This is an optimization exercise on Yosys and OpenROAD, whose aim is small area, a short achievable clock period and few clock cycles per item, not a production implementation. RTL that was checked went through simulation tests only; none was proved equivalent to the original. Power and IR drop assume default switching activity.

## alpha
// lc4_processor
module lc4_processor
   (input  wire        clk,
    input  wire        rst,
    input  wire        gwe,
    output wire [15:0] o_cur_pc,
    input  wire [15:0] i_cur_insn,
    output wire [15:0] o_dmem_addr,
    input  wire [15:0] i_cur_dmem_data,
    output wire        o_dmem_we,
    output wire [15:0] o_dmem_towrite,
    output wire [1:0]  test_stall,
    output wire [15:0] test_cur_pc,
    output wire [15:0] test_cur_insn,
    output wire        test_regfile_we,
    output wire [2:0]  test_regfile_wsel,
    output wire [15:0] test_regfile_data,
    output wire        test_nzp_we,
    output wire [2:0]  test_nzp_new_bits,
    output wire        test_dmem_we,
    output wire [15:0] test_dmem_addr,
    output wire [15:0] test_dmem_data,
    input  wire [7:0]  switch_data,
    output wire [7:0]  led_data);
Size in the first run: about 1700 cells after synthesis, ~200 flip-flops, ~190 I/O pins, roughly 0.017 mm^2 of cells after synthesis.
clock: 70.0 ns
lec_check: 0
cap_margin: 20
core_margin: 2
core_utilization: 30
cts_buf_list: sky130_fd_sc_hd__clkbuf_8 sky130_fd_sc_hd__clkbuf_16
slew_margin: 20
synth_hierarchical: 1
standard.sh (not shown) runs the stock make flow with config.mk's settings and CLKGATE_MAP_FILE= SYNTH_SCRIPT=/design/flow/synth_recipe.tcl, a recipe that flattens the netlist after the stock synthesis.
==> flow/flow/run.sh <==
#!/bin/bash
# The standard layout, except that the ports are buffered with buf_1
# cells instead of the delay buffers buffer_ports picks by default, and the
# pin placer keeps the load data pins next to the outputs that pass it on
# (test_regfile_data, test_dmem_data, test_nzp_new_bits). Each make run's
# full output goes to a log file of its own here.
set -euo pipefail
bash standard.sh synth > flow_synth.log 2>&1
bash standard.sh "BUFFER_PORTS_ARGS=-buffer_cell sky130_fd_sc_hd__buf_1" \
  "PLACE_PINS_ARGS=-group_pins {i_cur_dmem_data[0] test_regfile_data[0] test_dmem_data[0] i_cur_dmem_data[1] test_regfile_data[1] test_dmem_data[1] i_cur_dmem_data[2] test_regfile_data[2] test_dmem_data[2] i_cur_dmem_data[3] test_regfile_data[3] test_dmem_data[3] i_cur_dmem_data[4] test_regfile_data[4] test_dmem_data[4] i_cur_dmem_data[5] test_regfile_data[5] test_dmem_data[5] i_cur_dmem_data[6] test_regfile_data[6] test_dmem_data[6] i_cur_dmem_data[7] test_regfile_data[7] test_dmem_data[7] test_nzp_new_bits[0] test_nzp_new_bits[1] test_nzp_new_bits[2] i_cur_dmem_data[8] test_regfile_data[8] test_dmem_data[8] i_cur_dmem_data[9] test_regfile_data[9] test_dmem_data[9] i_cur_dmem_data[10] test_regfile_data[10] test_dmem_data[10] i_cur_dmem_data[11] test_regfile_data[11] test_dmem_data[11] i_cur_dmem_data[12] test_regfile_data[12] test_dmem_data[12] i_cur_dmem_data[13] test_regfile_data[13] test_dmem_data[13] i_cur_dmem_data[14] test_regfile_data[14] test_dmem_data[14] i_cur_dmem_data[15] test_regfile_data[15] test_dmem_data[15]}" finish > flow_finish.log 2>&1
Testbench counts of alpha, summed over its fixed seeds: cycles 164,976, insns 160,000.
The following lists how beta was set up differently from alpha:
- CTS_BUF_LIST: sky130_fd_sc_hd__clkbuf_8 sky130_fd_sc_hd__clkbuf_16 -> unset
Notes after the runs:
As far as number of flip-flops and latches in the synthesized netlist goes, alpha and beta are indistinguishable; the numbers are identical. Total chip power: beta vs alpha, no meaningful difference. Setup slack essentially unchanged between beta and alpha. Result for alpha and beta: all clean.

========
lc4_processor, a different RTL version from the one above (not shown whole).
Size in the first run: ~1,700 cells after synthesis, about 200 flip-flops, about 190 I/O pins, ~17,000 um2 of cells after synthesis.
clock: 70.0 ns
lec_check: 0
cap_margin: 20
core_margin: 2
core_utilization: 50
slew_margin: 20
synth_hierarchical: 1
Scripts as last shown in full above: flow/flow/run.sh
The starting point produced a clean layout.
Edit:
--- a/flow/config.mk
+++ b/flow/config.mk
@@ -8,5 +8,5 @@
 export CAP_MARGIN = 20
 export CORE_MARGIN = 2
-export CORE_UTILIZATION = 50
+export CORE_UTILIZATION = 30
 export SLEW_MARGIN = 20
 export SYNTH_HIERARCHICAL = 1
What happened: Synthesized area does not change; worst setup slack is worse by 20 ps; combinational power shrinks by about 5%; first-iteration DRC count came out lower by 5.8%; via count came out higher by about 0.8%; non-clock buffer count falls by 2.
Function was not checked in any run of this note: the RTL went through the layout flow alone.

========
Another version of the RTL of lc4_processor (not shown whole).
Size in the first run: roughly 190 I/O pins, about 18000 um^2 of cells after synthesis.
clock: 70.0 ns
lec_check: 0
cap_margin: 20
core_margin: 2
core_utilization: 30
cts_buf_list: sky130_fd_sc_hd__clkbuf_8
slew_margin: 20
synth_hierarchical: 1
==> flow/flow/run.sh <==
#!/bin/bash
# The standard layout, except that the ports are buffered with buf_1
# cells instead of the delay buffers buffer_ports picks by default. Each
# make run's full output goes to a log file of its own here.
set -euo pipefail
bash standard.sh synth > flow_synth.log 2>&1
bash standard.sh "BUFFER_PORTS_ARGS=-buffer_cell sky130_fd_sc_hd__buf_1" finish > flow_finish.log 2>&1
The starting point completed with no timing, DRC or antenna violations.
==> next run, changes <==
--- a/flow/config.mk
+++ b/flow/config.mk
@@ -11 +10,0 @@
-export CTS_BUF_LIST = sky130_fd_sc_hd__clkbuf_8
Effect: The new run finished with timing, DRC and antenna clean. Synthesized cell count does not change. Clock-buffer cell count is unchanged. Total power climbs by 3.8%. Routed wire length hardly moves. Clock power climbs by 31%.
No functional check of the RTL was part of any run of this note.

========
Setup of wip/harbor:
Another version of the RTL of lc4_processor (not shown whole).
Size in the first run: roughly 1,700 cells after synthesis, roughly 200 flip-flops, about 190 I/O pins, ~17,000 um2 of cells after synthesis.
export LEC_CHECK = 0
export CAP_MARGIN = 20
export CORE_MARGIN = 2
export CORE_UTILIZATION = 30
export CTS_CLUSTER_DIAMETER = 150
export CTS_CLUSTER_SIZE = 30
export SLEW_MARGIN = 20
export SYNTH_HIERARCHICAL = 1
create_clock -name core_clock -period 70.0 [get_ports {clk}]
==> flow/flow/run.sh <==
#!/bin/bash
# The standard layout, except that the ports are buffered with buf_1
# cells instead of the delay buffers buffer_ports picks by default, and the
# pin placer keeps the load data pins next to the outputs that pass it on
# (test_regfile_data, test_dmem_data, test_nzp_new_bits). Each make run's
# full output goes to a log file of its own here.
set -euo pipefail
bash standard.sh synth > flow_synth.log 2>&1
bash standard.sh "BUFFER_PORTS_ARGS=-buffer_cell sky130_fd_sc_hd__buf_1" \
  "PLACE_PINS_ARGS=-group_pins {i_cur_dmem_data[0] test_regfile_data[0] test_dmem_data[0] i_cur_dmem_data[1] test_regfile_data[1] test_dmem_data[1] i_cur_dmem_data[2] test_regfile_data[2] test_dmem_data[2] i_cur_dmem_data[3] test_regfile_data[3] test_dmem_data[3] i_cur_dmem_data[4] test_regfile_data[4] test_dmem_data[4] i_cur_dmem_data[5] test_regfile_data[5] test_dmem_data[5] i_cur_dmem_data[6] test_regfile_data[6] test_dmem_data[6] i_cur_dmem_data[7] test_regfile_data[7] test_dmem_data[7] test_nzp_new_bits[0] test_nzp_new_bits[1] test_nzp_new_bits[2] i_cur_dmem_data[8] test_regfile_data[8] test_dmem_data[8] i_cur_dmem_data[9] test_regfile_data[9] test_dmem_data[9] i_cur_dmem_data[10] test_regfile_data[10] test_dmem_data[10] i_cur_dmem_data[11] test_regfile_data[11] test_dmem_data[11] i_cur_dmem_data[12] test_regfile_data[12] test_dmem_data[12] i_cur_dmem_data[13] test_regfile_data[13] test_dmem_data[13] i_cur_dmem_data[14] test_regfile_data[14] test_dmem_data[14] i_cur_dmem_data[15] test_regfile_data[15] test_dmem_data[15]}" finish > flow_finish.log 2>&1
wip/harbor was carried through to the last stage, and its layout satisfied the timing, design-rule and antenna checks.
Testbench counts of wip/harbor, summed over its fixed seeds: cycles 164,976, insns 160,000.
## Diff of input files: wip/willow against wip/harbor
- CTS_CLUSTER_SIZE no longer set, was 30
- CTS_CLUSTER_DIAMETER no longer set, was 150
wip/willow went all the way through the flow, and no timing, DRC or antenna check failed.
wip/harbor: done, clean on timing, DRC and antenna
Comparing wip/willow against wip/harbor, there is no change at all in width of the chip.
For largest stage delay on the critical path, wip/willow and wip/harbor come out practically identical.
Comparing wip/harbor against wip/willow, there is no change at all in via count.
wip/harbor -> wip/willow: global-route usage delta 0, exact match
Status: non-clock buffer count parity (wip/harbor, wip/willow)
Per the comparison of wip/willow with wip/harbor, share of layout cells above drive strength 1 has remained practically unchanged; count of clock buffers in the final design saw little to no change.
Comparing wip/willow against wip/harbor, there is no change at all in first-pass GRT wire length.
Comparing wip/harbor with wip/willow, the area of combinational cells with multiple inputs came out essentially unchanged.

[separate check: timing with driven ports]
In the flow no input, the clock included, has a driving cell. The finished layouts below were timed again as built, in two steps.
Step 1, drivers: a clkbuf_16 drives clk and a buf_2 each remaining input, both assumed.
Step 2 adds t to the input delays and takes it off the output delays; t is the mean of the earliest and latest rising clock arrival at the registers after step 1. Input paths then give back, and output paths get back, about the clock's delay inside the block.
Three values: ideal ports, drivers, drivers and shift; two values: the first two.
| run | shift t [ns] | setup slack, ns | hold slack, ns | worst setup path after step 2 | pins driven straight from the clock port |
|---|---|---|---|---|---|
| alpha | 0.533 | 40.945 / 40.925 / 40.925 | 0.445 / 0.445 / 0.445 | input to output | 1 |
| beta | 0.533 | 40.945 / 40.925 / 40.925 | 0.445 / 0.445 / 0.445 | input to output | 1 |
| the first run of note 2 | 0.522 | 40.965 / 40.943 / 40.943 | 0.465 / 0.465 / 0.465 | input to output | 1 |
| the second run of note 2 | 0.533 | 40.945 / 40.925 / 40.925 | 0.445 / 0.445 / 0.445 | input to output | 1 |
| the first run of note 3 | 0.576 | 40.509 / 40.485 / 40.485 | 0.475 / 0.475 / 0.475 | input to output | 1 |
| the second run of note 3 | 0.520 | 40.519 / 40.495 / 40.495 | 0.466 / 0.466 / 0.466 | input to output | 1 |
| wip/harbor | 0.525 | 40.990 / 40.970 / 40.970 | 0.453 / 0.453 / 0.453 | input to output | 1 |
| wip/willow | 0.525 | 40.990 / 40.970 / 40.970 | 0.453 / 0.453 / 0.453 | input to output | 1 |
After both steps every run listed still meets setup and hold.
